From an optimization exercise on the open Yosys and OpenROAD flow, aimed at small area and a short achievable clock period; shortcuts taken in it are not production practice.
No functional check of the RTL was part of any run shown here.
In every run shown here, the design's own scripts or RTL, not TritonCTS, make the clock network.
The flow treats the clock pin as an ideal source. Dropping or thinning the clock tree relies on that and would not hold on a real chip.
Power figures rest on the tool's default switching activity, not on a simulated workload.

## flow/design.v (module list and top-level ports; edited modules follow where they fit)
// module mult_unsigned: 1661 lines
// module mult_pg: 4 lines
// module mult_xor2: 3 lines
// module mult_maj3: 3 lines
// module mult_fa: 4 lines
// module mult_ha: 4 lines
module mult_unsigned (
	input clk, rst,
	input [15:0] A,
	input [23:0] B,
	output [39:0] result
);
  // ...
==> flow/flow/run.sh <==
#!/bin/bash
# Layout flow: the standard synthesis unchanged, then the standard ORFS
# steps with plain buffers on the ports and the setup-repair target below.
set -euo pipefail
bash standard.sh synth > synth.log 2>&1
sed -e 's/SETUP_SLACK_MARGIN=[-0-9.]*/SETUP_SLACK_MARGIN=5.5/' standard.sh > layout.sh
export BUFFER_PORTS_ARGS="-buffer_cell sky130_fd_sc_hd__buf_1"
export PRE_CTS_TCL=$(pwd)/flow/manual_cts.tcl MCTS_LEAVES=12 MCTS_ROOTS=4
bash layout.sh finish > layout.log 2>&1
==> flow/flow/manual_cts.tcl <==
# Two-level clock tree built by hand, in place of the flow's clock tree
# synthesis: the clock port drives a few root buffers; each root buffer drives
# the leaf buffers of its region, and each leaf buffer drives one cluster of
# flip-flops (k-means on their positions). Every register gets the same two
# buffer stages; no register's clock is delayed on purpose.
proc mcts_kmeans {pts k} {
  # pts: list of {x y}; returns {assign cx cy counts}
  set n [llength $pts]
  set sorted [lsort -real -index 0 $pts]
  set cx {}; set cy {}
  for {set i 0} {$i < $k} {incr i} {
    set s [lindex $sorted [expr {int(($i + 0.5) * $n / $k)}]]
    lappend cx [lindex $s 0]; lappend cy [lindex $s 1]
  }
  for {set iter 0} {$iter < 40} {incr iter} {
    set sx [lrepeat $k 0.0]; set sy [lrepeat $k 0.0]; set sc [lrepeat $k 0]
    set assign {}
    foreach s $pts {
      set best 0; set bd 1e30
      for {set i 0} {$i < $k} {incr i} {
        set d [expr {abs([lindex $s 0] - [lindex $cx $i]) + abs([lindex $s 1] - [lindex $cy $i])}]
        if {$d < $bd} { set bd $d; set best $i }
      }
      lappend assign $best
      lset sx $best [expr {[lindex $sx $best] + [lindex $s 0]}]
      lset sy $best [expr {[lindex $sy $best] + [lindex $s 1]}]
      lset sc $best [expr {[lindex $sc $best] + 1}]
    }
    for {set i 0} {$i < $k} {incr i} {
      if {[lindex $sc $i] > 0} {
        lset cx $i [expr {[lindex $sx $i] / [lindex $sc $i]}]
        lset cy $i [expr {[lindex $sy $i] / [lindex $sc $i]}]
      }
    }
  }
  return [list $assign $cx $cy $sc]
}

proc mcts_build {nleaf nroot} {
  set block [ord::get_db_block]
  set db [ord::get_db]
  set clknet [[$block findBTerm clk] getNet]
  set master [$db findMaster sky130_fd_sc_hd__clkbuf_16]
  set sinks {}; set pts {}
  foreach it [$clknet getITerms] {
    set inst [$it getInst]
    set loc [$inst getLocation]
    set m [$inst getMaster]
    lappend sinks $it
    lappend pts [list [expr {[lindex $loc 0] + [$m getWidth] / 2}] [expr {[lindex $loc 1] + [$m getHeight] / 2}]]
  }
  lassign [mcts_kmeans $pts $nleaf] assign cx cy sc
  set lpts {}; set lidx {}
  for {set i 0} {$i < $nleaf} {incr i} {
    if {[lindex $sc $i] > 0} { lappend lpts [list [lindex $cx $i] [lindex $cy $i]]; lappend lidx $i }
  }
  lassign [mcts_kmeans $lpts $nroot] rassign rcx rcy rsc
  # balance: every root buffer drives the same number of leaf buffers (+-1)
  set nl [llength $lpts]
  set cap [expr {int(ceil(double($nl) / $nroot))}]
  for {set iter 0} {$iter < 10} {incr iter} {
    set pairs {}
    for {set l 0} {$l < $nl} {incr l} {
      for {set r 0} {$r < $nroot} {incr r} {
        set p [lindex $lpts $l]
        lappend pairs [list [expr {abs([lindex $p 0] - [lindex $rcx $r]) + abs([lindex $p 1] - [lindex $rcy $r])}] $l $r]
      }
    }
    set rassign [lrepeat $nl -1]
    set rsc [lrepeat $nroot 0]
    foreach pr [lsort -real -index 0 $pairs] {
      lassign $pr d l r
      if {[lindex $rassign $l] >= 0 || [lindex $rsc $r] >= $cap} { continue }
      lset rassign $l $r
      lset rsc $r [expr {[lindex $rsc $r] + 1}]
    }
    for {set r 0} {$r < $nroot} {incr r} {
      set sx 0.0; set sy 0.0; set c 0
      for {set l 0} {$l < $nl} {incr l} {
        if {[lindex $rassign $l] == $r} {
          set sx [expr {$sx + [lindex $lpts $l 0]}]; set sy [expr {$sy + [lindex $lpts $l 1]}]; incr c
        }
      }
      if {$c > 0} { lset rcx $r [expr {$sx / $c}]; lset rcy $r [expr {$sy / $c}] }
    }
  }
  set rootnets {}
  for {set r 0} {$r < $nroot} {incr r} {
    if {[lindex $rsc $r] == 0} { lappend rootnets {}; continue }
    set root [odb::dbInst_create $block $master mcts_root_$r]
    $root setLocation [expr {int([lindex $rcx $r])}] [expr {int([lindex $rcy $r])}]
    $root setPlacementStatus PLACED
    [$root findITerm A] connect $clknet
    set rnet [odb::dbNet_create $block mcts_root_net_$r]
    $rnet setSigType CLOCK
    [$root findITerm X] connect $rnet
    lappend rootnets $rnet
  }
  set leafnets [lrepeat $nleaf {}]
  set j 0
  foreach i $lidx {
    set leaf [odb::dbInst_create $block $master mcts_leaf_$i]
    $leaf setLocation [expr {int([lindex $cx $i])}] [expr {int([lindex $cy $i])}]
    $leaf setPlacementStatus PLACED
    [$leaf findITerm A] connect [lindex $rootnets [lindex $rassign $j]]
    set lnet [odb::dbNet_create $block mcts_leaf_net_$i]
    $lnet setSigType CLOCK
    [$leaf findITerm X] connect $lnet
    lset leafnets $i $lnet
    incr j
  }
  set j 0
  foreach it $sinks {
    $it disconnect
    $it connect [lindex $leafnets [lindex $assign $j]]
    incr j
  }
  puts "manual clock tree: [llength $sinks] sinks, [llength $lidx] leaf buffers $sc, $nroot root buffers $rsc"
}

set mcts_leaves 10
set mcts_roots 3
if {[info exists ::env(MCTS_LEAVES)]} { set mcts_leaves $::env(MCTS_LEAVES) }
if {[info exists ::env(MCTS_ROOTS)]} { set mcts_roots $::env(MCTS_ROOTS) }
mcts_build $mcts_leaves $mcts_roots
set_propagated_clock [all_clocks]
# the tree is built: the flow's clock_tree_synthesis call becomes a no-op
rename clock_tree_synthesis mcts_orig_clock_tree_synthesis
proc clock_tree_synthesis {args} { puts "clock_tree_synthesis skipped: manual clock tree" }
==> flow/standard.sh <==
#!/bin/bash
# synth_recipe.tcl (not shown) runs the flow's synth.tcl, then flattens the netlist and writes it again
# the make line also repeats each setting of config.mk as NAME=value (left out here)
make -C /OpenROAD-flow-scripts/flow DESIGN_CONFIG=/design/flow/config.mk WORK_HOME=/design/flow/orfs CLKGATE_MAP_FILE= SYNTH_SCRIPT=/design/flow/synth_recipe.tcl "${@:-finish}"
==> flow/config.mk <==
export PLATFORM = sky130hd
export DESIGN_NAME = mult_unsigned
export DESIGN_NICKNAME = mult_unsigned
export VERILOG_FILES = /design/flow/design.v
export SDC_FILE = /design/flow/constraint.sdc
export NUM_CORES = 4
export LEC_CHECK = 0
export CAP_MARGIN = 20
export CORE_MARGIN = 2
export CORE_UTILIZATION = 40
export CTS_CLUSTER_DIAMETER = 100
export CTS_CLUSTER_SIZE = 30
export SETUP_SLACK_MARGIN = 5
export SLEW_MARGIN = 20
export SYNTH_HIERARCHICAL = 1
export SYNTH_MINIMUM_KEEP_SIZE = 0
==> flow/constraint.sdc <==
create_clock -name core_clock -period 8.0 [get_ports {clk}]
set_input_delay 1.6000 -clock core_clock [delete_from_list [all_inputs] [get_ports {clk}]]
set_output_delay 1.6000 -clock core_clock [all_outputs]
set_load 0.01 [all_outputs]
==> results.toml, run 1 <==
[logic_synthesis]
synth_top_area_share_pct = 29.30
synthFlopType = "dfxtp_1"
yosys-top-cells-count = "228 x dfxtp_1, 220 x xnor2_1, 184 x a22oi_1, 151 x xor2_1, 100 x fa_1"
yosys.area_share.xor_xnor_pct = 20.86
ys_types = 36
synthSimpleGateAreaFrac_pct = 5.043
synth-edff-count = 0

[sta]
rsz0062_at_grt = "yes"
fin_skew_ps = 55.64
setup_viol = 0

[pwr]
powerClk_uw = 744
comb_power_share_pct = 57.4
leakage_nw = 7.815
switchingPower_mw = 2.430
vdd_drop_max_uv = 136.9
maxPowerGroup = "combinational logic"

[place]
gp_congestion = 0.8374

[min_path]
worstHoldStart = "r2[55]"
hold_end = "r3x[28]"

[drt]
wire_per_inst_um = 19.26
drt_wl_total_um = 39570

[global_route]
use_met1_pct = 25.65
antenna_found_initial = 0
grt_pass1_vias = 10990
grtUsageTotal_pct = 18.48

[floorplanning]
io_pins = 82
die_w_um = 201.4

[worst_setup_path]
startpoint_type = "flip-flop"
reg2reg_from = "r_one[5]"
required_ps = 8170

[layout]
multi_input_gates = 992

[outcome]
outcome = "timing/DRC/antenna clean"
==> run 2: changes to the inputs <==
--- a/flow/design.v
+++ b/flow/design.v
@@ -2,17 +2,17 @@
 	input clk, rst,
 	input [15:0] A,
 	input [23:0] B,
 	output [39:0] result
 );
 reg [23:0] rb;
 reg [7:0] r_one, r_two, r_neg;
 reg r_a15;
-reg [78:0] r2;
+reg [115:0] r2;
 reg [20:0] r3lo;
 reg [39:20] r3x, r3y;
 reg [39:0] r4, r5;
 reg [3:0] v;
 wire [16:0] ax = {A, 1'b0};
 wire [7:0] e_one, e_two, e_neg;
 genvar gi;
 generate for (gi = 0; gi < 8; gi = gi + 1) begin : enc
@@ -1347,146 +1347,146 @@
 mult_xor2 u201 (.a(h554), .b(s459), .s(s552));
 mult_maj3 u202 (.a(pp180), .b(pp204), .c(s459), .co(c553));
 mult_xor2 u203 (.a(i239), .b(pp181), .s(h557));
 mult_xor2 u204 (.a(h557), .b(pp205), .s(s555));
 mult_maj3 u205 (.a(i239), .b(pp181), .c(pp205), .co(c556));
 mult_xor2 u206 (.a(ns182), .b(pp230), .s(h560));
 mult_xor2 u207 (.a(h560), .b(pp229), .s(s558));
 mult_maj3 u208 (.a(ns182), .b(pp230), .c(pp229), .co(c559));
-mult_ha u209 (.a(r_neg[1]), .b(pp3), .s(s561), .co(c562));
-mult_ha u210 (.a(pp4), .b(pp28), .s(s563), .co(c564));
-mult_xor2 u211 (.a(pp29), .b(pp53), .s(h567));
-mult_xor2 u212 (.a(h567), .b(s461), .s(s565));
-mult_maj3 u213 (.a(pp29), .b(pp53), .c(s461), .co(c566));
-mult_xor2 u214 (.a(pp54), .b(c462), .s(h570));
-mult_xor2 u215 (.a(h570), .b(s463), .s(s568));
-mult_maj3 u216 (.a(pp54), .b(c462), .c(s463), .co(c569));
-mult_xor2 u217 (.a(s465), .b(c464), .s(h573));
-mult_xor2 u218 (.a(h573), .b(s349), .s(s571));
-mult_maj3 u219 (.a(s465), .b(c464), .c(s349), .co(c572));
-mult_xor2 u220 (.a(c466), .b(s351), .s(h576));
-mult_xor2 u221 (.a(h576), .b(s468), .s(s574));
-mult_maj3 u222 (.a(c466), .b(s351), .c(s468), .co(c575));
-mult_xor2 u223 (.a(s355), .b(s471), .s(h579));
-mult_xor2 u224 (.a(h579), .b(c469), .s(s577));
-mult_maj3 u225 (.a(s355), .b(s471), .c(c469), .co(c578));
-mult_xor2 u226 (.a(s359), .b(s474), .s(h582));
-mult_xor2 u227 (.a(h582), .b(c472), .s(s580));
-mult_maj3 u228 (.a(s359), .b(s474), .c(c472), .co(c581));
-mult_xor2 u229 (.a(s477), .b(c475), .s(h585));
-mult_xor2 u230 (.a(h585), .b(s363), .s(s583));
-mult_maj3 u231 (.a(s477), .b(c475), .c(s363), .co(c584));
-mult_xor2 u232 (.a(c478), .b(s367), .s(h588));
-mult_xor2 u233 (.a(h588), .b(s480), .s(s586));
-mult_maj3 u234 (.a(c478), .b(s367), .c(s480), .co(c587));
-mult_xor2 u235 (.a(s371), .b(s483), .s(h591));
-mult_xor2 u236 (.a(h591), .b(c481), .s(s589));
-mult_maj3 u237 (.a(s371), .b(s483), .c(c481), .co(c590));
-mult_xor2 u238 (.a(s375), .b(s486), .s(h594));
-mult_xor2 u239 (.a(h594), .b(c484), .s(s592));
-mult_maj3 u240 (.a(s375), .b(s486), .c(c484), .co(c593));
-mult_xor2 u241 (.a(s379), .b(s489), .s(h597));
-mult_xor2 u242 (.a(h597), .b(c487), .s(s595));
-mult_maj3 u243 (.a(s379), .b(s489), .c(c487), .co(c596));
-mult_xor2 u244 (.a(s383), .b(s492), .s(h600));
-mult_xor2 u245 (.a(h600), .b(c490), .s(s598));
-mult_maj3 u246 (.a(s383), .b(s492), .c(c490), .co(c599));
-mult_xor2 u247 (.a(s387), .b(s495), .s(h603));
-mult_xor2 u248 (.a(h603), .b(c493), .s(s601));
-mult_maj3 u249 (.a(s387), .b(s495), .c(c493), .co(c602));
-mult_xor2 u250 (.a(s391), .b(s498), .s(h606));
-mult_xor2 u251 (.a(h606), .b(c496), .s(s604));
-mult_maj3 u252 (.a(s391), .b(s498), .c(c496), .co(c605));
-mult_xor2 u253 (.a(s395), .b(s501), .s(h609));
-mult_xor2 u254 (.a(h609), .b(c499), .s(s607));
-mult_maj3 u255 (.a(s395), .b(s501), .c(c499), .co(c608));
-mult_xor2 u256 (.a(s399), .b(s504), .s(h612));
-mult_xor2 u257 (.a(h612), .b(c502), .s(s610));
-mult_maj3 u258 (.a(s399), .b(s504), .c(c502), .co(c611));
-mult_xor2 u259 (.a(s403), .b(s507), .s(h615));
-mult_xor2 u260 (.a(h615), .b(c505), .s(s613));
-mult_maj3 u261 (.a(s403), .b(s507), .c(c505), .co(c614));
-mult_xor2 u262 (.a(s407), .b(s510), .s(h618));
-mult_xor2 u263 (.a(h618), .b(c508), .s(s616));
-mult_maj3 u264 (.a(s407), .b(s510), .c(c508), .co(c617));
-mult_xor2 u265 (.a(s411), .b(s513), .s(h621));
-mult_xor2 u266 (.a(h621), .b(c511), .s(s619));
-mult_maj3 u267 (.a(s411), .b(s513), .c(c511), .co(c620));
-mult_xor2 u268 (.a(s415), .b(s516), .s(h624));
-mult_xor2 u269 (.a(h624), .b(c514), .s(s622));
-mult_maj3 u270 (.a(s415), .b(s516), .c(c514), .co(c623));
-mult_xor2 u271 (.a(s419), .b(s519), .s(h627));
-mult_xor2 u272 (.a(h627), .b(c517), .s(s625));
-mult_maj3 u273 (.a(s419), .b(s519), .c(c517), .co(c626));
-mult_xor2 u274 (.a(s423), .b(s522), .s(h630));
-mult_xor2 u275 (.a(h630), .b(c520), .s(s628));
-mult_maj3 u276 (.a(s423), .b(s522), .c(c520), .co(c629));
-mult_xor2 u277 (.a(s427), .b(s525), .s(h633));
-mult_xor2 u278 (.a(h633), .b(c523), .s(s631));
-mult_maj3 u279 (.a(s427), .b(s525), .c(c523), .co(c632));
-mult_xor2 u280 (.a(s431), .b(s528), .s(h636));
-mult_xor2 u281 (.a(h636), .b(c526), .s(s634));
-mult_maj3 u282 (.a(s431), .b(s528), .c(c526), .co(c635));
-mult_xor2 u283 (.a(s435), .b(s531), .s(h639));
-mult_xor2 u284 (.a(h639), .b(c529), .s(s637));
-mult_maj3 u285 (.a(s435), .b(s531), .c(c529), .co(c638));
-mult_xor2 u286 (.a(s439), .b(s534), .s(h642));
-mult_xor2 u287 (.a(h642), .b(c532), .s(s640));
-mult_maj3 u288 (.a(s439), .b(s534), .c(c532), .co(c641));
-mult_xor2 u289 (.a(s443), .b(s537), .s(h645));
-mult_xor2 u290 (.a(h645), .b(c535), .s(s643));
-mult_maj3 u291 (.a(s443), .b(s537), .c(c535), .co(c644));
-mult_xor2 u292 (.a(c444), .b(s540), .s(h648));
-mult_xor2 u293 (.a(h648), .b(c538), .s(s646));
-mult_maj3 u294 (.a(c444), .b(s540), .c(c538), .co(c647));
-mult_xor2 u295 (.a(c448), .b(s543), .s(h651));
-mult_xor2 u296 (.a(h651), .b(c541), .s(s649));
-mult_maj3 u297 (.a(c448), .b(s543), .c(c541), .co(c650));
-mult_xor2 u298 (.a(s546), .b(c452), .s(h654));
-mult_xor2 u299 (.a(h654), .b(c544), .s(s652));
-mult_maj3 u300 (.a(s546), .b(c452), .c(c544), .co(c653));
-mult_xor2 u301 (.a(s457), .b(s549), .s(h657));
-mult_xor2 u302 (.a(h657), .b(c547), .s(s655));
-mult_maj3 u303 (.a(s457), .b(s549), .c(c547), .co(c656));
-mult_xor2 u304 (.a(c458), .b(s552), .s(h660));
-mult_xor2 u305 (.a(h660), .b(c550), .s(s658));
-mult_maj3 u306 (.a(c458), .b(s552), .c(c550), .co(c659));
-mult_xor2 u307 (.a(s555), .b(c460), .s(h663));
-mult_xor2 u308 (.a(h663), .b(c553), .s(s661));
-mult_maj3 u309 (.a(s555), .b(c460), .c(c553), .co(c662));
-mult_xor2 u310 (.a(pp206), .b(s558), .s(h666));
-mult_xor2 u311 (.a(h666), .b(c556), .s(s664));
-mult_maj3 u312 (.a(pp206), .b(s558), .c(c556), .co(c665));
-mult_xor2 u313 (.a(i240), .b(pp207), .s(h669));
-mult_xor2 u314 (.a(h669), .b(c559), .s(s667));
-mult_maj3 u315 (.a(i240), .b(pp207), .c(c559), .co(c668));
-mult_xor2 u316 (.a(ns208), .b(pp232), .s(h672));
-mult_xor2 u317 (.a(h672), .b(pp231), .s(s670));
-mult_maj3 u318 (.a(ns208), .b(pp232), .c(pp231), .co(c671));
+mult_ha u209 (.a(r2[3]), .b(r2[4]), .s(s561), .co(c562));
+mult_ha u210 (.a(r2[6]), .b(r2[7]), .s(s563), .co(c564));
+mult_xor2 u211 (.a(r2[8]), .b(r2[9]), .s(h567));
+mult_xor2 u212 (.a(h567), .b(r2[10]), .s(s565));
+mult_maj3 u213 (.a(r2[8]), .b(r2[9]), .c(r2[10]), .co(c566));
+mult_xor2 u214 (.a(r2[11]), .b(r2[12]), .s(h570));
+mult_xor2 u215 (.a(h570), .b(r2[13]), .s(s568));
+mult_maj3 u216 (.a(r2[11]), .b(r2[12]), .c(r2[13]), .co(c569));
+mult_xor2 u217 (.a(r2[14]), .b(r2[15]), .s(h573));
+mult_xor2 u218 (.a(h573), .b(r2[16]), .s(s571));
+mult_maj3 u219 (.a(r2[14]), .b(r2[15]), .c(r2[16]), .co(c572));
+mult_xor2 u220 (.a(r2[17]), .b(r2[18]), .s(h576));
+mult_xor2 u221 (.a(h576), .b(r2[19]), .s(s574));
+mult_maj3 u222 (.a(r2[17]), .b(r2[18]), .c(r2[19]), .co(c575));
+mult_xor2 u223 (.a(r2[20]), .b(r2[21]), .s(h579));
+mult_xor2 u224 (.a(h579), .b(r2[22]), .s(s577));
+mult_maj3 u225 (.a(r2[20]), .b(r2[21]), .c(r2[22]), .co(c578));
+mult_xor2 u226 (.a(r2[23]), .b(r2[24]), .s(h582));
+mult_xor2 u227 (.a(h582), .b(r2[25]), .s(s580));
+mult_maj3 u228 (.a(r2[23]), .b(r2[24]), .c(r2[25]), .co(c581));
+mult_xor2 u229 (.a(r2[26]), .b(r2[27]), .s(h585));
+mult_xor2 u230 (.a(h585), .b(r2[28]), .s(s583));
+mult_maj3 u231 (.a(r2[26]), .b(r2[27]), .c(r2[28]), .co(c584));
+mult_xor2 u232 (.a(r2[29]), .b(r2[30]), .s(h588));
+mult_xor2 u233 (.a(h588), .b(r2[31]), .s(s586));
+mult_maj3 u234 (.a(r2[29]), .b(r2[30]), .c(r2[31]), .co(c587));
+mult_xor2 u235 (.a(r2[32]), .b(r2[33]), .s(h591));
+mult_xor2 u236 (.a(h591), .b(r2[34]), .s(s589));
+mult_maj3 u237 (.a(r2[32]), .b(r2[33]), .c(r2[34]), .co(c590));
+mult_xor2 u238 (.a(r2[35]), .b(r2[36]), .s(h594));
+mult_xor2 u239 (.a(h594), .b(r2[37]), .s(s592));
+mult_maj3 u240 (.a(r2[35]), .b(r2[36]), .c(r2[37]), .co(c593));
+mult_xor2 u241 (.a(r2[38]), .b(r2[39]), .s(h597));
+mult_xor2 u242 (.a(h597), .b(r2[40]), .s(s595));
+mult_maj3 u243 (.a(r2[38]), .b(r2[39]), .c(r2[40]), .co(c596));
+mult_xor2 u244 (.a(r2[41]), .b(r2[42]), .s(h600));
+mult_xor2 u245 (.a(h600), .b(r2[43]), .s(s598));
+mult_maj3 u246 (.a(r2[41]), .b(r2[42]), .c(r2[43]), .co(c599));
+mult_xor2 u247 (.a(r2[44]), .b(r2[45]), .s(h603));
+mult_xor2 u248 (.a(h603), .b(r2[46]), .s(s601));
+mult_maj3 u249 (.a(r2[44]), .b(r2[45]), .c(r2[46]), .co(c602));
+mult_xor2 u250 (.a(r2[47]), .b(r2[48]), .s(h606));
+mult_xor2 u251 (.a(h606), .b(r2[49]), .s(s604));
+mult_maj3 u252 (.a(r2[47]), .b(r2[48]), .c(r2[49]), .co(c605));
+mult_xor2 u253 (.a(r2[50]), .b(r2[51]), .s(h609));
+mult_xor2 u254 (.a(h609), .b(r2[52]), .s(s607));
+mult_maj3 u255 (.a(r2[50]), .b(r2[51]), .c(r2[52]), .co(c608));
+mult_xor2 u256 (.a(r2[53]), .b(r2[54]), .s(h612));
+mult_xor2 u257 (.a(h612), .b(r2[55]), .s(s610));
+mult_maj3 u258 (.a(r2[53]), .b(r2[54]), .c(r2[55]), .co(c611));
+mult_xor2 u259 (.a(r2[56]), .b(r2[57]), .s(h615));
+mult_xor2 u260 (.a(h615), .b(r2[58]), .s(s613));
+mult_maj3 u261 (.a(r2[56]), .b(r2[57]), .c(r2[58]), .co(c614));
+mult_xor2 u262 (.a(r2[59]), .b(r2[60]), .s(h618));
+mult_xor2 u263 (.a(h618), .b(r2[61]), .s(s616));
+mult_maj3 u264 (.a(r2[59]), .b(r2[60]), .c(r2[61]), .co(c617));
+mult_xor2 u265 (.a(r2[62]), .b(r2[63]), .s(h621));
+mult_xor2 u266 (.a(h621), .b(r2[64]), .s(s619));
+mult_maj3 u267 (.a(r2[62]), .b(r2[63]), .c(r2[64]), .co(c620));
+mult_xor2 u268 (.a(r2[65]), .b(r2[66]), .s(h624));
+mult_xor2 u269 (.a(h624), .b(r2[67]), .s(s622));
+mult_maj3 u270 (.a(r2[65]), .b(r2[66]), .c(r2[67]), .co(c623));
+mult_xor2 u271 (.a(r2[68]), .b(r2[69]), .s(h627));
+mult_xor2 u272 (.a(h627), .b(r2[70]), .s(s625));
+mult_maj3 u273 (.a(r2[68]), .b(r2[69]), .c(r2[70]), .co(c626));
+mult_xor2 u274 (.a(r2[71]), .b(r2[72]), .s(h630));
+mult_xor2 u275 (.a(h630), .b(r2[73]), .s(s628));
+mult_maj3 u276 (.a(r2[71]), .b(r2[72]), .c(r2[73]), .co(c629));
+mult_xor2 u277 (.a(r2[74]), .b(r2[75]), .s(h633));
+mult_xor2 u278 (.a(h633), .b(r2[76]), .s(s631));
+mult_maj3 u279 (.a(r2[74]), .b(r2[75]), .c(r2[76]), .co(c632));
+mult_xor2 u280 (.a(r2[77]), .b(r2[78]), .s(h636));
+mult_xor2 u281 (.a(h636), .b(r2[79]), .s(s634));
+mult_maj3 u282 (.a(r2[77]), .b(r2[78]), .c(r2[79]), .co(c635));
+mult_xor2 u283 (.a(r2[80]), .b(r2[81]), .s(h639));
+mult_xor2 u284 (.a(h639), .b(r2[82]), .s(s637));
+mult_maj3 u285 (.a(r2[80]), .b(r2[81]), .c(r2[82]), .co(c638));
+mult_xor2 u286 (.a(r2[83]), .b(r2[84]), .s(h642));
+mult_xor2 u287 (.a(h642), .b(r2[85]), .s(s640));
+mult_maj3 u288 (.a(r2[83]), .b(r2[84]), .c(r2[85]), .co(c641));
+mult_xor2 u289 (.a(r2[86]), .b(r2[87]), .s(h645));
+mult_xor2 u290 (.a(h645), .b(r2[88]), .s(s643));
+mult_maj3 u291 (.a(r2[86]), .b(r2[87]), .c(r2[88]), .co(c644));
+mult_xor2 u292 (.a(r2[89]), .b(r2[90]), .s(h648));
+mult_xor2 u293 (.a(h648), .b(r2[91]), .s(s646));
+mult_maj3 u294 (.a(r2[89]), .b(r2[90]), .c(r2[91]), .co(c647));
+mult_xor2 u295 (.a(r2[92]), .b(r2[93]), .s(h651));
+mult_xor2 u296 (.a(h651), .b(r2[94]), .s(s649));
+mult_maj3 u297 (.a(r2[92]), .b(r2[93]), .c(r2[94]), .co(c650));
+mult_xor2 u298 (.a(r2[95]), .b(r2[96]), .s(h654));
+mult_xor2 u299 (.a(h654), .b(r2[97]), .s(s652));
+mult_maj3 u300 (.a(r2[95]), .b(r2[96]), .c(r2[97]), .co(c653));
+mult_xor2 u301 (.a(r2[98]), .b(r2[99]), .s(h657));
+mult_xor2 u302 (.a(h657), .b(r2[100]), .s(s655));
+mult_maj3 u303 (.a(r2[98]), .b(r2[99]), .c(r2[100]), .co(c656));
+mult_xor2 u304 (.a(r2[101]), .b(r2[102]), .s(h660));
+mult_xor2 u305 (.a(h660), .b(r2[103]), .s(s658));
+mult_maj3 u306 (.a(r2[101]), .b(r2[102]), .c(r2[103]), .co(c659));
+mult_xor2 u307 (.a(r2[104]), .b(r2[105]), .s(h663));
+mult_xor2 u308 (.a(h663), .b(r2[106]), .s(s661));
+mult_maj3 u309 (.a(r2[104]), .b(r2[105]), .c(r2[106]), .co(c662));
+mult_xor2 u310 (.a(r2[107]), .b(r2[108]), .s(h666));
+mult_xor2 u311 (.a(h666), .b(r2[109]), .s(s664));
+mult_maj3 u312 (.a(r2[107]), .b(r2[108]), .c(r2[109]), .co(c665));
+mult_xor2 u313 (.a(r2[110]), .b(r2[111]), .s(h669));
+mult_xor2 u314 (.a(h669), .b(r2[112]), .s(s667));
+mult_maj3 u315 (.a(r2[110]), .b(r2[111]), .c(r2[112]), .co(c668));
+mult_xor2 u316 (.a(r2[113]), .b(r2[114]), .s(h672));
+mult_xor2 u317 (.a(h672), .b(r2[115]), .s(s670));
+mult_maj3 u318 (.a(r2[113]), .b(r2[114]), .c(r2[115]), .co(c671));
 mult_pg u319 (.a(r2[0]), .b(r2[1]), .p(p674), .g(g673));
 mult_pg u320 (.a(r2[2]), .b(1'b0), .p(p676), .g(g675));
-mult_pg u321 (.a(r2[3]), .b(r2[4]), .p(p678), .g(g677));
-mult_pg u322 (.a(r2[5]), .b(r2[6]), .p(p680), .g(g679));
-mult_pg u323 (.a(r2[7]), .b(r2[8]), .p(p682), .g(g681));
-mult_pg u324 (.a(r2[9]), .b(r2[10]), .p(p684), .g(g683));
-mult_pg u325 (.a(r2[11]), .b(r2[12]), .p(p686), .g(g685));
-mult_pg u326 (.a(r2[13]), .b(r2[14]), .p(p688), .g(g687));
-mult_pg u327 (.a(r2[15]), .b(r2[16]), .p(p690), .g(g689));
-mult_pg u328 (.a(r2[17]), .b(r2[18]), .p(p692), .g(g691));
-mult_pg u329 (.a(r2[19]), .b(r2[20]), .p(p694), .g(g693));
-mult_pg u330 (.a(r2[21]), .b(r2[22]), .p(p696), .g(g695));
-mult_pg u331 (.a(r2[23]), .b(r2[24]), .p(p698), .g(g697));
-mult_pg u332 (.a(r2[25]), .b(r2[26]), .p(p700), .g(g699));
-mult_pg u333 (.a(r2[27]), .b(r2[28]), .p(p702), .g(g701));
-mult_pg u334 (.a(r2[29]), .b(r2[30]), .p(p704), .g(g703));
-mult_pg u335 (.a(r2[31]), .b(r2[32]), .p(p706), .g(g705));
-mult_pg u336 (.a(r2[33]), .b(r2[34]), .p(p708), .g(g707));
-mult_pg u337 (.a(r2[35]), .b(r2[36]), .p(p710), .g(g709));
-mult_pg u338 (.a(r2[37]), .b(r2[38]), .p(p712), .g(g711));
+mult_pg u321 (.a(r2[5]), .b(s561), .p(p678), .g(g677));
+mult_pg u322 (.a(c562), .b(s563), .p(p680), .g(g679));
+mult_pg u323 (.a(c564), .b(s565), .p(p682), .g(g681));
+mult_pg u324 (.a(c566), .b(s568), .p(p684), .g(g683));
+mult_pg u325 (.a(c569), .b(s571), .p(p686), .g(g685));
+mult_pg u326 (.a(c572), .b(s574), .p(p688), .g(g687));
+mult_pg u327 (.a(c575), .b(s577), .p(p690), .g(g689));
+mult_pg u328 (.a(c578), .b(s580), .p(p692), .g(g691));
+mult_pg u329 (.a(c581), .b(s583), .p(p694), .g(g693));
+mult_pg u330 (.a(c584), .b(s586), .p(p696), .g(g695));
+mult_pg u331 (.a(c587), .b(s589), .p(p698), .g(g697));
+mult_pg u332 (.a(c590), .b(s592), .p(p700), .g(g699));
+mult_pg u333 (.a(c593), .b(s595), .p(p702), .g(g701));
+mult_pg u334 (.a(c596), .b(s598), .p(p704), .g(g703));
+mult_pg u335 (.a(c599), .b(s601), .p(p706), .g(g705));
+mult_pg u336 (.a(c602), .b(s604), .p(p708), .g(g707));
+mult_pg u337 (.a(c605), .b(s607), .p(p710), .g(g709));
+mult_pg u338 (.a(c608), .b(s610), .p(p712), .g(g711));
 mult_pg u339 (.a(1'b0), .b(1'b0), .p(p714), .g(g713));
 assign g715 = g675 | (p676 & g673);
 assign g716 = g679 | (p680 & g677);
 assign p717 = p680 & p678;
 assign g718 = g683 | (p684 & g681);
 assign p719 = p684 & p682;
 assign g720 = g687 | (p688 & g685);
 assign p721 = p688 & p686;
@@ -1627,27 +1627,27 @@
 assign g877 = g864 | (p865 & g861);
 assign g878 = g866 | (p867 & g861);
 assign g879 = g868 | (p869 & g861);
 assign g880 = g811 | (p812 & g879);
 assign g881 = g836 | (p837 & g879);
 assign g882 = g854 | (p855 & g879);
 assign g883 = g856 | (p857 & g879);
 assign g884 = g870 | (p871 & g879);
-wire [39:0] sx = {r2[77], r2[75], r2[73], r2[71], r2[69], r2[67], r2[65], r2[63], r2[61], r2[59], r2[57], r2[55], r2[53], r2[51], r2[49], r2[47], r2[45], r2[43], r2[41], r2[39], r2[37], r2[35], r2[33], r2[31], r2[29], r2[27], r2[25], r2[23], r2[21], r2[19], r2[17], r2[15], r2[13], r2[11], r2[9], r2[7], r2[5], r2[3], r2[2], r2[0]};
-wire [39:0] sy = {r2[78], r2[76], r2[74], r2[72], r2[70], r2[68], r2[66], r2[64], r2[62], r2[60], r2[58], r2[56], r2[54], r2[52], r2[50], r2[48], r2[46], r2[44], r2[42], r2[40], r2[38], r2[36], r2[34], r2[32], r2[30], r2[28], r2[26], r2[24], r2[22], r2[20], r2[18], r2[16], r2[14], r2[12], r2[10], r2[8], r2[6], r2[4], 1'b0, r2[1]};
+wire [39:0] sx = {c668, c665, c662, c659, c656, c653, c650, c647, c644, c641, c638, c635, c632, c629, c626, c623, c620, c617, c614, c611, c608, c605, c602, c599, c596, c593, c590, c587, c584, c581, c578, c575, c572, c569, c566, c564, c562, r2[5], r2[2], r2[0]};
+wire [39:0] sy = {s670, s667, s664, s661, s658, s655, s652, s649, s646, s643, s640, s637, s634, s631, s628, s625, s622, s619, s616, s613, s610, s607, s604, s601, s598, s595, s592, s589, s586, s583, s580, s577, s574, s571, s568, s565, s563, s561, 1'b0, r2[1]};
 wire [20:0] sum_lo = {(p714 ^ g777), (p712 ^ g776), (p710 ^ g775), (p708 ^ g774), (p706 ^ g773), (p704 ^ g772), (p702 ^ g771), (p700 ^ g770), (p698 ^ g769), (p696 ^ g768), (p694 ^ g767), (p692 ^ g766), (p690 ^ g755), (p688 ^ g754), (p686 ^ g753), (p684 ^ g752), (p682 ^ g735), (p680 ^ g734), (p678 ^ g715), (p676 ^ g673), p674};
 wire [39:20] sum_hi = {(p820 ^ g883), (p818 ^ g882), (p816 ^ g881), (p814 ^ g880), (p812 ^ g879), (p810 ^ g878), (p808 ^ g877), (p806 ^ g876), (p804 ^ g875), (p802 ^ g874), (p800 ^ g873), (p798 ^ g872), (p796 ^ g861), (p794 ^ g860), (p792 ^ g859), (p790 ^ g858), (p788 ^ g841), (p786 ^ g840), (p784 ^ g821), (p782 ^ g779)};
 always @(posedge clk) begin
 	rb <= B;
 	r_one <= e_one;
 	r_two <= e_two;
 	r_neg <= e_neg;
 	r_a15 <= A[15];
-	r2 <= {s670, c668, s667, c665, s664, c662, s661, c659, s658, c656, s655, c653, s652, c650, s649, c647, s646, c644, s643, c641, s640, c638, s637, c635, s634, c632, s631, c629, s628, c626, s625, c623, s622, c620, s619, c617, s616, c614, s613, c611, s610, c608, s607, c605, s604, c602, s601, c599, s598, c596, s595, c593, s592, c590, s589, c587, s586, c584, s583, c581, s580, c578, s577, c575, s574, c572, s571, c569, s568, c566, s565, c564, s563, c562, s561, pp27, pp2, pp1, r_neg[0]};
+	r2 <= {pp231, pp232, ns208, pp207, i240, c559, s558, pp206, c556, s555, c460, c553, s552, c458, c550, s549, s457, c547, s546, c452, c544, s543, c448, c541, s540, c444, c538, s537, s443, c535, s534, s439, c532, s531, s435, c529, s528, s431, c526, s525, s427, c523, s522, s423, c520, s519, s419, c517, s516, s415, c514, s513, s411, c511, s510, s407, c508, s507, s403, c505, s504, s399, c502, s501, s395, c499, s498, s391, c496, s495, s387, c493, s492, s383, c490, s489, s379, c487, s486, s375, c484, s483, s371, c481, s480, s367, c478, s477, s363, c475, s474, s359, c472, s471, s355, c469, s468, s351, c466, s465, s349, c464, s463, pp54, c462, s461, pp53, pp29, pp28, pp4, pp27, pp3, r_neg[1], pp2, pp1, r_neg[0]};
 	r3lo <= sum_lo;
 	r3x <= sx[39:20];
 	r3y <= sy[39:20];
 	r4 <= {sum_hi, r3lo[19:0]};
 end
 always @(posedge clk or posedge rst) begin
 	if (rst) begin
 		v <= 4'b0;
==> flow/flow/run.sh (replaced) <==
#!/bin/bash
# Layout flow: the standard synthesis unchanged, then the standard ORFS
# steps with plain buffers on the ports and the setup-repair target below.
set -euo pipefail
bash standard.sh synth > synth.log 2>&1
sed -e 's/SETUP_SLACK_MARGIN=[-0-9.]*/SETUP_SLACK_MARGIN=5.5/' standard.sh > layout.sh
export BUFFER_PORTS_ARGS="-buffer_cell sky130_fd_sc_hd__buf_1"
export PRE_CTS_TCL=$(pwd)/flow/manual_cts.tcl MCTS_LEAVES=16 MCTS_ROOTS=4
bash layout.sh finish > layout.log 2>&1
--- a/flow/flow/manual_cts.tcl
+++ b/flow/flow/manual_cts.tcl
@@ -31,30 +31,65 @@
         lset cx $i [expr {[lindex $sx $i] / [lindex $sc $i]}]
         lset cy $i [expr {[lindex $sy $i] / [lindex $sc $i]}]
       }
     }
   }
   return [list $assign $cx $cy $sc]
 }
 
+# capacity-limited assignment of points to centres (nearest first), with the
+# centres moved to their points' mean, repeated
+proc mcts_balance {pts cx cy cap} {
+  set n [llength $pts]
+  set k [llength $cx]
+  for {set iter 0} {$iter < 10} {incr iter} {
+    set pairs {}
+    for {set l 0} {$l < $n} {incr l} {
+      set p [lindex $pts $l]
+      for {set r 0} {$r < $k} {incr r} {
+        lappend pairs [list [expr {abs([lindex $p 0] - [lindex $cx $r]) + abs([lindex $p 1] - [lindex $cy $r])}] $l $r]
+      }
+    }
+    set assign [lrepeat $n -1]
+    set sc [lrepeat $k 0]
+    foreach pr [lsort -real -index 0 $pairs] {
+      lassign $pr d l r
+      if {[lindex $assign $l] >= 0 || [lindex $sc $r] >= $cap} { continue }
+      lset assign $l $r
+      lset sc $r [expr {[lindex $sc $r] + 1}]
+    }
+    set sx [lrepeat $k 0.0]; set sy [lrepeat $k 0.0]
+    for {set l 0} {$l < $n} {incr l} {
+      set r [lindex $assign $l]
+      lset sx $r [expr {[lindex $sx $r] + [lindex $pts $l 0]}]
+      lset sy $r [expr {[lindex $sy $r] + [lindex $pts $l 1]}]
+    }
+    for {set r 0} {$r < $k} {incr r} {
+      if {[lindex $sc $r] > 0} { lset cx $r [expr {[lindex $sx $r] / [lindex $sc $r]}]; lset cy $r [expr {[lindex $sy $r] / [lindex $sc $r]}] }
+    }
+  }
+  return [list $assign $cx $cy $sc]
+}
+
 proc mcts_build {nleaf nroot} {
   set block [ord::get_db_block]
   set db [ord::get_db]
   set clknet [[$block findBTerm clk] getNet]
   set master [$db findMaster sky130_fd_sc_hd__clkbuf_16]
   set sinks {}; set pts {}
   foreach it [$clknet getITerms] {
     set inst [$it getInst]
     set loc [$inst getLocation]
     set m [$inst getMaster]
     lappend sinks $it
     lappend pts [list [expr {[lindex $loc 0] + [$m getWidth] / 2}] [expr {[lindex $loc 1] + [$m getHeight] / 2}]]
   }
   lassign [mcts_kmeans $pts $nleaf] assign cx cy sc
+  lassign [mcts_balance $pts $cx $cy [expr {int(ceil(double([llength $pts]) / $nleaf))}]] assign cx cy sc
   set lpts {}; set lidx {}
   for {set i 0} {$i < $nleaf} {incr i} {
     if {[lindex $sc $i] > 0} { lappend lpts [list [lindex $cx $i] [lindex $cy $i]]; lappend lidx $i }
   }
   lassign [mcts_kmeans $lpts $nroot] rassign rcx rcy rsc
   # balance: every root buffer drives the same number of leaf buffers (+-1)
   set nl [llength $lpts]
   set cap [expr {int(ceil(double($nl) / $nroot))}]
==> flow/config.mk (replaced) <==
export PLATFORM = sky130hd
export DESIGN_NAME = mult_unsigned
export DESIGN_NICKNAME = mult_unsigned
export VERILOG_FILES = /design/flow/design.v
export SDC_FILE = /design/flow/constraint.sdc
export NUM_CORES = 4
export LEC_CHECK = 0
export CAP_MARGIN = 20
export CORE_MARGIN = 2
export CORE_UTILIZATION = 40
export SETUP_SLACK_MARGIN = 5
export SLEW_MARGIN = 20
export SYNTH_HIERARCHICAL = 1
export SYNTH_MINIMUM_KEEP_SIZE = 0
==> run 2 against run 1 <==
Net effect:
- still clean on timing, DRC and antenna
- hold slack better by 39 ps
- synthesized area grew 4.8%
- fmax is 10% higher
- critical path type unchanged
- critical endpoint is now r3lo[19]
- highest routed layer unchanged
==> results.toml, run 2 <==
[worst_setup_path]
cp_slowest_stage_delay_ps = 360
reg2reg_from = "r2[15]"
r2r_setup_slack_ps = 5470
required_ps = 8230
critPathMostFrequentCell = "xor2_1"
path_max_fanout = 3
reg2reg_depth = 11
r2r_end = "r3lo[19]"
cp.arrival_ps = 2750
worst-setup-path-type = "flip-flop to flip-flop"
path_cells = "xor2_1, xor2_1, ha_1, nand3_2, a211oi_2, nor3_2, buf_4, a211oi_4, o2111ai_4, a311o_1, o311ai_2"
worstSetupEndpointType = "flip-flop"
startpoint_type = "flip-flop"
slowest_stage = "ha_1"

[layout]
num-nets-final = 1667
final_cell_mix = "226 x dfxtp_1, 219 x xnor2_1, 184 x a22oi_1"
final_common_cell = "dfxtp_1"
diodes = 0
final_cells = 1982
largest_reg_flops = 116
stdcell_area_mm2 = 0.01790
reg_top3 = "r2: 116 flops, r4: 40 flops, r5: 40 flops"
areaGrowthSynthToFinish_pct = 9.660
drive_above_1_share_pct = 12.63
largest_register = "r2"
num-fill-cells = 3781

[drt]
dr.pass1.iters = 6
drt_wl_total_um = 37660
first_iter_violations = 807
drc_errors = 0
antenna_left = 0
vias = 10450
viasPerCell = 5.271
wire_per_inst_um = 19.00

[sta]
min_period_over_period_pct = 31.56
drv_slew = 0
worstMarginPinSlew_ps = 700.8
setup_tns_ps = 0
setup_viol = 0
relSlewSlack_pct = 53.21
fmax_mhz = 396.0
finalCriticalPeriod_ps = 2525
final_hold_viol_count = 0
fin_skew_ps = 19.77
layout_setup_ws_ps = 5475
rsz0062_at_grt = "yes"

[logic_synthesis]
syn_inst = 1435
post-synth-top-count-cell = "dfxtp_1"
async_flop_share_pct = 14.24
synth_warnings = 7
synthFlopType = "dfxtp_1"
synth-edff-count = 0
syn_area_per_cell_um2 = 11.37
ys_seq_area_share_pct = 39.25
ys_ff_latch = 309
synth_top_area_share_pct = 32.51
ys_top_cells_by_area = "dfxtp_1 33%, fa_1 12%, xnor2_1 12%"
yosys-top-cells-count = "265 x dfxtp_1, 220 x xnor2_1, 184 x a22oi_1, 151 x xor2_1, 100 x fa_1"
syn-cell-area_mm2 = 0.01632
yosysTopAreaCell = "dfxtp_1"
ys_types = 36

[floorplanning]
coreArea_mm2 = 0.04001
start_util_pct = 40.80
io_pins = 82
die_h_um = 206.0
die_area_mm2 = 0.04243
die_w_um = 206.0
rows = 73

[pwr]
pwr_density_cell_mw_per_mm2 = 381.2
vdd_drop_max_uv = 193.0
leakage_nw = 6.983

[global_route]
grtUsageTotal_pct = 17.76
grt_max_degree = 52
antenna_found_initial = 0
grt_overflow_total = 0
grt_pass1_wl_um = 59580
grt_pass1_vias = 10780

[place]
placedInstanceArea_mm2 = 0.01702
port-buffer-count = 81
dp.cells = 1951
dp_slack_ps = 4948
hpwl_um = 24060
gp_congestion = 0.8395

[min_path]
worstHoldStart = "r3lo[4]"
hold_end = "r4[4]"
hp-class = "flip-flop to flip-flop"
hold_depth = 0

[run]
max_cap_violations = 0

[outcome]
outcome = "timing/DRC/antenna clean"

[clock_tree]
postCtsHoldBufs = 0
path_clk_slew_ps = 90
clk_latency_ps = 320
## run 2: per-module statistics from Yosys (local to each module, per instance)
module,cells,area (µm²),times used
mult_unsigned,1076,11670,1
mult_maj3,1,11.26,67
mult_xor2,1,8.758,136
mult_pg,1,12.51,42
mult_fa,1,20.02,100
mult_ha,1,12.51,14
## run 2: cells by family (layout without fill, tap and decap cells)
group | after synthesis | after routing | synth area share (%)
XOR/XNOR | 371 | 371 | 19.91
flip-flops | 309 | 309 | 39.25
AO/OA/AOI/OAI | 241 | 241 | 10.90
adder cells (fa/ha/maj) | 233 | 233 | 21.95
AND/OR/NAND/NOR | 143 | 143 | 4.814
buffers and inverters | 136 | 156 | 3.128
other | 2 | 4 | 0.04602
## run 2: how the worst max path moves through the flow
stage                         from  endpoint  slack (ps)  cells past startpoint
after floorplan             rb[14]    r2[46]        5520                      8
after global placement    r_one[3]    r2[73]        5020                      6
after detailed placement  r_one[3]    r2[62]        4950                      5
after CTS                    r2[9]  r3lo[19]        5430                     11
after global routing        r2[24]  r3lo[17]        5350                     13
final                       r2[15]  r3lo[19]        5470                     11
## run 2: layer usage
metal / vias to the layer above / wire length (µm) / global-route usage (%)
li1: 4835 / - / -
met1: 5155 / 16590 / 25.30
met2: 382 / 16860 / 28.21
met3: 76 / 3324 / 2.917
met4: 0 / 887 / 4.056
met5: - / 0 / 0
## run 2: timing repair
| item | in CTS | in global routing |
|---|---|---|
| gates resized for setup | 58 | 46 |
| endpoints found under the setup margin | 75 | 44 |
| cloned | 0 | 0 |
| pin swaps | 18 | 15 |
| setup buffers | 8 | 3 |
## run 2: worst max-delay path: cells and delay by family (launching register included)
family | cells | cell delay, ps
compound gates | 5 | 1110
flops | 1 | 340
buf+inv | 1 | 150
fa+ha+maj | 1 | 360
simple gates | 2 | 150
xor+xnor | 2 | 310
## run 2: layout make-up
type	count	area [µm²]	area share (%)
multi-input cells	992	9522	53.20
flip-flops and latches	309	6520	36.43
well taps	525	656.9	3.670
repair buffers	111	600.6	3.356
plain buffers	20	500.5	2.796
inverters	25	97.59	0.5453
## run 2: metrics by stage
stage | util [%] | hold WS [ps] | power [mW]
after floorplan | - | 309.6 | 4.973
after global placement | 42.54 | 311.6 | 5.624
after detailed placement | 42.54 | 312.1 | 5.699
after CTS | 44.28 | 330.6 | 6.796
after global routing | 44.74 | 335.2 | 7.403
final | 44.74 | 324.5 | 6.822
## run 2: power by group
part	total [mW]	leakage, nW	switching [mW]	internal, mW
logic	3.39	3.93	1.71	1.68
registers	2.51	2.81	0.330	2.18
clock network	0.922	0.246	0.474	0.448
==> run 3: changes to the inputs <==
--- a/flow/config.mk
+++ b/flow/config.mk
@@ -8,5 +8,5 @@
 export CAP_MARGIN = 20
 export CORE_MARGIN = 2
-export CORE_UTILIZATION = 40
+export CORE_UTILIZATION = 30
 export SETUP_SLACK_MARGIN = 5
 export SLEW_MARGIN = 20
==> run 3 against run 2 <==
Net effect:
- cell area is 2.1% higher
- first-iteration DRC count shrank 6.8%
- via count rose by 0.38%
- critical path depth is the same
- clock skew increased by 1.5 ps
- sequential power hardly changed
- highest routed layer unchanged
==> results.toml, run 3 <==
[clock_tree]
path_clk_slew_ps = 80
clk_latency_ps = 320

[sta]
layout_setup_ws_ps = 5462
rsz0062_at_grt = "yes"
worstMarginPinSlew_ps = 753.3
setup_tns_ps = 0
fmax_mhz = 394.0
finalCriticalPeriod_ps = 2538
fin_skew_ps = 21.28
final_hold_viol_count = 0
relSlewSlack_pct = 49.71
whs_ps = 326.2
drv_slew = 0
setup_viol = 0
min_period_over_period_pct = 31.73

[global_route]
grt_pass1_wl_um = 60330
grt_pass1_vias = 10960
grt_overflow_total = 0
antenna_found_initial = 0
grtUsageTotal_pct = 13.19
grt_max_degree = 52

[layout]
stdcell_area_mm2 = 0.01828
num-nets-final = 1678
multi_input_area_mm2 = 0.009507
largest_reg_flops = 116
largest_register = "r2"
final_cell_mix = "224 x dfxtp_1, 220 x xnor2_1, 184 x a22oi_1"
num-fill-cells = 5396
drive_above_1_share_pct = 13.08
seq_area_mm2 = 0.006528
areaGrowthSynthToFinish_pct = 11.97
final_common_cell = "dfxtp_1"
reg_top3 = "r2: 116 flops, r4: 40 flops, r5: 40 flops"
diodes = 0

[worst_setup_path]
cp.arrival_ps = 2770
path_cells = "xor2_1, xor2_1, ha_1, nand3_2, a211oi_2, nor3_2, buf_4, a211oi_4, o2111ai_4, a311o_1, o311ai_2"
r2r_setup_slack_ps = 5460
worst-setup-path-type = "flip-flop to flip-flop"
reg2reg_depth = 11
required_ps = 8230
critPathLaunch = "r2[24]"
cp_slowest_stage_delay_ps = 350
critPathMostFrequentCell = "xor2_1"
reg2reg_from = "r2[24]"
r2r_end = "r3lo[19]"
slowest_stage = "ha_1"
startpoint_type = "flip-flop"
worstSetupEndpointType = "flip-flop"
path_max_fanout = 4

[logic_synthesis]
ys_types = 36
syn_inst = 1435
async_flop_share_pct = 14.24
ys_seq_area_share_pct = 39.25
syn-cell-area_mm2 = 0.01632
synth-edff-count = 0
syn_area_per_cell_um2 = 11.37
yosys-top-cells-count = "265 x dfxtp_1, 220 x xnor2_1, 184 x a22oi_1, 151 x xor2_1, 100 x fa_1"
post-synth-top-count-cell = "dfxtp_1"
synth_top_area_share_pct = 32.51
yosysTopAreaCell = "dfxtp_1"
ys_ff_latch = 309
ys_top_cells_by_area = "dfxtp_1 33%, fa_1 12%, xnor2_1 12%"
synth_warnings = 7
synthFlopType = "dfxtp_1"

[place]
dp_slack_ps = 5015
gp_congestion = 0.8214
placedInstanceArea_mm2 = 0.01723
port-buffer-count = 81
hpwl_um = 25610

[pwr]
vdd_drop_max_uv = 185.3
power_mw = 6.765
leakage_nw = 7.064
pwr_density_cell_mw_per_mm2 = 370.2

[drt]
viasPerCell = 4.847
drc_errors = 0
first_iter_violations = 752
antenna_left = 0
wire_per_inst_um = 17.86
drt_wl_total_um = 38660
dr.pass1.iters = 6
vias = 10490

[floorplanning]
start_util_pct = 30.33
coreArea_mm2 = 0.05381
die_w_um = 237.2
die_area_mm2 = 0.05628
io_pins = 82
rows = 85
die_h_um = 237.2

[min_path]
hp-class = "flip-flop to flip-flop"
worstHoldStart = "r3lo[10]"
hold_depth = 0
hold_end = "r4[10]"

[run]
max_cap_violations = 0

[outcome]
outcome = "timing/DRC/antenna clean"
[run 3: critical path, delay by kind of cell, from the launching register on]
kind | cells | cell delay [ps]
and+or+nand+nor | 2 | 200
DFF | 1 | 330
buffers and inverters | 1 | 160
adders and majority gates | 1 | 350
AOI/OAI and AO/OA | 5 | 1080
xor gates and xnor gates | 2 | 330
[run 3: Yosys stat by module (local to each module, per instance)]
| module | cells | times used | flip-flops and latches | cell area (µm²) |
|---|---|---|---|---|
| mult_unsigned | 1076 | 1 | 309 | 11670 |
| mult_fa | 1 | 100 | 0 | 20.02 |
| mult_ha | 1 | 14 | 0 | 12.51 |
| mult_pg | 1 | 42 | 0 | 12.51 |
| mult_maj3 | 1 | 67 | 0 | 11.26 |
| mult_xor2 | 1 | 136 | 0 | 8.758 |
[run 3: per-layer routing]
layer  part of all wire [%]  global-route usage, %  vias up
met5                      0                      0        -
met4                    2.5                  3.240        0
met3                    7.5                  1.754       76
met2                     46                  21.75      433
met1                     44                  18.29     5124
li1                       -                      -     4855
[run 3: where the power goes]
group          leakage (nW)  switching [mW]  internal, mW
combinational          4.01            1.68          1.66
clock                 0.246           0.466         0.448
sequential             2.81           0.330          2.18
total                  7.06            2.48          4.29
[run 3: kinds of logic (layout without fill, tap and decap cells)]
logic type | Yosys count | in the layout | share of synthesized area (%)
other | 2 | 4 | 0.04602
xor gates and xnor gates | 371 | 371 | 19.91
and+or+nand+nor | 143 | 143 | 4.814
AOI/OAI and AO/OA | 241 | 241 | 10.90
DFF | 309 | 309 | 39.25
adders and majority gates | 233 | 233 | 21.95
buffers and inverters | 136 | 167 | 3.128
[run 3: layout make-up]
type                       count  area share (%)
buffer                        20           2.739
multi-input combinational    992           52.02
timing repair buffer         122           4.224
sequential                   309           35.72
tap                          696           4.765
inverter                      25          0.5340
[run 3: worst max path at each step]
stage,slack [ps],cells after the start,endpoint
after floorplan,5520,8,r2[46]
after global placement,5080,6,r2[70]
after detailed placement,5020,6,r2[70]
after CTS,5410,11,r3lo[19]
after global routing,5370,11,r3lo[19]
final,5460,11,r3lo[19]
[run 3: repair_timing]
item,CTS,global route
pin swaps,15,7
gates resized for setup,60,57
setup buffers,8,15
hold buffers,0,0
setup endpoints to repair,72,47
[run 3: per-stage QoR]
stage | cells | util [%]
final | 2164 | 33.96
after global routing | 2164 | 33.96
after CTS | 2149 | 33.32
after detailed placement | 2121 | 32.01
after global placement | 2121 | 32.01
after floorplan | 1437 | -
==> run 4: changes to the inputs <==
--- a/flow/config.mk
+++ b/flow/config.mk
@@ -8,5 +8,6 @@
 export CAP_MARGIN = 20
 export CORE_MARGIN = 2
-export CORE_UTILIZATION = 30
+export CORE_UTILIZATION = 55
+export PLACE_DENSITY = 0.65
 export SETUP_SLACK_MARGIN = 5
 export SLEW_MARGIN = 20
==> run 4 against run 3 <==
Net effect:
- first-iteration DRC count is 0.93% higher
- via count fell by 1.1%
- clock skew grew 1.5 ps
==> results.toml, run 4 <==
[outcome]
outcome = "timing/DRC/antenna clean"

[sta]
setup_tns_ps = 0
final_hold_viol_count = 0
relSlewSlack_pct = 49.79
drv_slew = 0
layout_setup_ws_ps = 5404
fmax_mhz = 385.3
worstMarginPinSlew_ps = 752.1
finalCriticalPeriod_ps = 2596
min_period_over_period_pct = 32.45
rsz0062_at_grt = "yes"
fin_skew_ps = 22.75
setup_viol = 0

[worst_setup_path]
startpoint_type = "flip-flop"
required_ps = 8220
critical-path-top-delay-family = "compound AO/OA/AOI/OAI gates"
worstSetupEndpointType = "flip-flop"
cp.arrival_ps = 2810
path_cells = "xor2_1, xor2_1, ha_1, nand3_2, a211oi_2, nor3_2, buf_4, a211oi_4, o2111ai_2, a311o_1, o311ai_2"
reg2reg_depth = 11
path_max_fanout = 3
path_depth = 11
path_buf_inv = 1
worst-setup-path-type = "flip-flop to flip-flop"
critPathMostFrequentCell = "xor2_1"
slowest_stage = "a311o_1"
cp_slowest_stage_delay_ps = 370

[pwr]
switchingPower_mw = 2.418
switching_share_pct = 36.19
power_mw = 6.681
leakage_nw = 6.998
comb_power_share_pct = 48.9
vdd_drop_max_uv = 197.3
p_clk_share_pct = 13.6
p_int_mw = 4.263
seqPwrFrac_pct = 37.5
pwr_density_cell_mw_per_mm2 = 377.1

[drt]
routed-wl-met3_um = 2716
wire_per_inst_um = 18.79
antenna_left = 0
first_iter_violations = 759
drc_errors = 0
drt_wl_total_um = 34730
wl_met1_um = 15270
dr.pass1.iters = 6
viasPerCell = 5.611
route.met2.wl_um = 15930
dr.max_layer_used = "met5"
vias = 10370

[layout]
largest_reg_flops = 116
reg_top3 = "r2: 116 flops, r4: 40 flops, r5: 40 flops"
drive_above_1_share_pct = 12.14
final_common_cell = "dfxtp_1"
final_cell_mix = "230 x dfxtp_1, 220 x xnor2_1, 183 x a22oi_1"
areaGrowthSynthToFinish_pct = 8.548
num-fill-cells = 2463
largest_register = "r2"
fin_util_pct = 60.25
diodes = 0
num-nets-final = 1668

[floorplanning]
die_area_mm2 = 0.03107
io_pins = 82
coreArea_mm2 = 0.02940
rows = 63
start_util_pct = 55.51
die_h_um = 176.3
die_w_um = 176.3

[logic_synthesis]
syn-cell-area_mm2 = 0.01632
ys_ff_latch = 309
ys_top_cells_by_area = "dfxtp_1 33%, fa_1 12%, xnor2_1 12%"
synth_warnings = 7
ys_seq_area_share_pct = 39.25
async_flop_share_pct = 14.24
yosys-top-cells-count = "265 x dfxtp_1, 220 x xnor2_1, 184 x a22oi_1, 151 x xor2_1, 100 x fa_1"
post-synth-top-count-cell = "dfxtp_1"
synthFlopType = "dfxtp_1"
syn_area_per_cell_um2 = 11.37
synth-edff-count = 0
ys_types = 36
syn_inst = 1435
synth_top_area_share_pct = 32.51
yosysTopAreaCell = "dfxtp_1"

[global_route]
antenna_found_initial = 1
grt_pass1_wl_um = 56160
grt_overflow_total = 0
grt_pass1_vias = 10550
grtUsageTotal_pct = 22.53
grt_max_degree = 52

[min_path]
hold_depth = 0
hp-class = "flip-flop to flip-flop"

[clock_tree]
path_clk_slew_ps = 90
clk_latency_ps = 320

[place]
port-buffer-count = 81
gp_congestion = 0.8590
dp_slack_ps = 5036
hpwl_um = 22730

[run]
max_cap_violations = 0
run 4: cell counts after synthesis:
Identical to the previous run, type by type.
run 4: final cells by class:
type                            count  area [µm²]  area share, %
Multi-Input combinational cell    992        9488          53.56
Sequential cell                   309        6505          36.72
Timing Repair Buffer              112       636.9          3.595
Buffer                             20       500.5          2.825
Tap cell                          390       488.0          2.754
Inverter                           25       97.59         0.5509
run 4: worst paths after layout:
path                          start       end  slack (ps)
max                          r2[17]  r3lo[19]        5400
max in group asynchronous       rst    r5[34]        6220
max reg2reg                  r2[17]  r3lo[19]        5400
min                        r3lo[13]    r4[13]         330
min reg2reg                r3lo[13]    r4[13]         330
min in group asynchronous       rst    r5[12]        1270
run 4: what timing repair did:
action,CTS,global route
hold buffers,0,0
pin swaps,17,16
endpoints found under the setup margin,70,45
buffers inserted,7,2
gates resized for setup,48,49
run 4: cell families after synthesis:
group                      share of synthesized area, %
xor gates and xnor gates                          19.91
AOI/OAI and AO/OA                                 10.90
and+or+nand+nor                                   4.814
other                                           0.04602
buffers and inverters                             3.128
adders and majority gates                         21.95
DFF                                               39.25
run 4: modules after synthesis (local to each module, per instance):
module         cells inside  flip-flops and latches
mult_pg                   1                       0
mult_maj3                 1                       0
mult_ha                   1                       0
mult_fa                   1                       0
mult_unsigned          1076                     309
mult_xor2                 1                       0
run 4: power groups by stage:
stage,combinational [mW],clock [mW],sequential (mW)
6_report,3.27,0.911,2.50
5_1_grt,3.69,0.993,2.57
4_1_cts,3.24,0.942,2.51
3_5_place_dp,3.10,0,2.54
3_3_place_gp,3.04,0,2.52
2_1_floorplan,2.52,0,2.45
run 4: metal layers:
layer / vias up / global-route usage, %
li1: 4844 / -
met1: 5090 / 31.75
met2: 377 / 36.50
met3: 57 / 3.338
met4: 2 / 5.923
met5: - / 0
run 4: per-stage QoR:
| stage | area, µm² | std cells | hold slack (ps) |
|---|---|---|---|
| after floorplan | 16350 | 1437 | 309.6 |
| after global placement | 16870 | 1818 | 310.0 |
| after detailed placement | 16870 | 1818 | 312.8 |
| after CTS | 17520 | 1845 | 331.3 |
| after global routing | 17720 | 1848 | 336.7 |
| final | 17720 | 1848 | 330.2 |
run 4: worst register-to-register path: cells and delay by family (launching register included):
family,cells,cell delay [ps]
AOI/OAI and AO/OA,5,1140
xor gates and xnor gates,2,360
DFF,1,340
adders and majority gates,1,340
and+or+nand+nor,2,180
buffers and inverters,1,160

-- separate check: timing with driven ports --
No port has a modelled driver above. Below, the same layouts with a new extraction and two added sets of constraints. Step 1 assumes that a clkbuf_16 drives the clock port and a buf_2 every other input. Step 2 moves the port delays by t, midway between the first and last clock arrival at a register: inputs arrive t later, outputs are due t later. That takes back most of the time a late clock gives input paths. a / b / c = no drivers / after step 1 / after step 2; a / b = the first two.
run | shift t [ns] | setup slack, ns | hold slack, ns | worst setup path at the end | cell pins on the clock port's net
run 1 | 0.420 | 5.219 / 5.219 / 5.219 | 0.286 / 0.286 / 0.286 | register to register | 4
run 2 | 0.435 | 5.475 / 5.461 / 5.475 | 0.324 / 0.325 / 0.325 | register to register | 4
run 3 | 0.430 | 5.462 / 5.435 / 5.462 | 0.326 / 0.326 / 0.326 | register to register | 4
run 4 | 0.406 | 5.404 / 5.404 / 5.404 | 0.330 / 0.330 / 0.330 | register to register | 4
After both steps setup and hold are still met in every run listed.
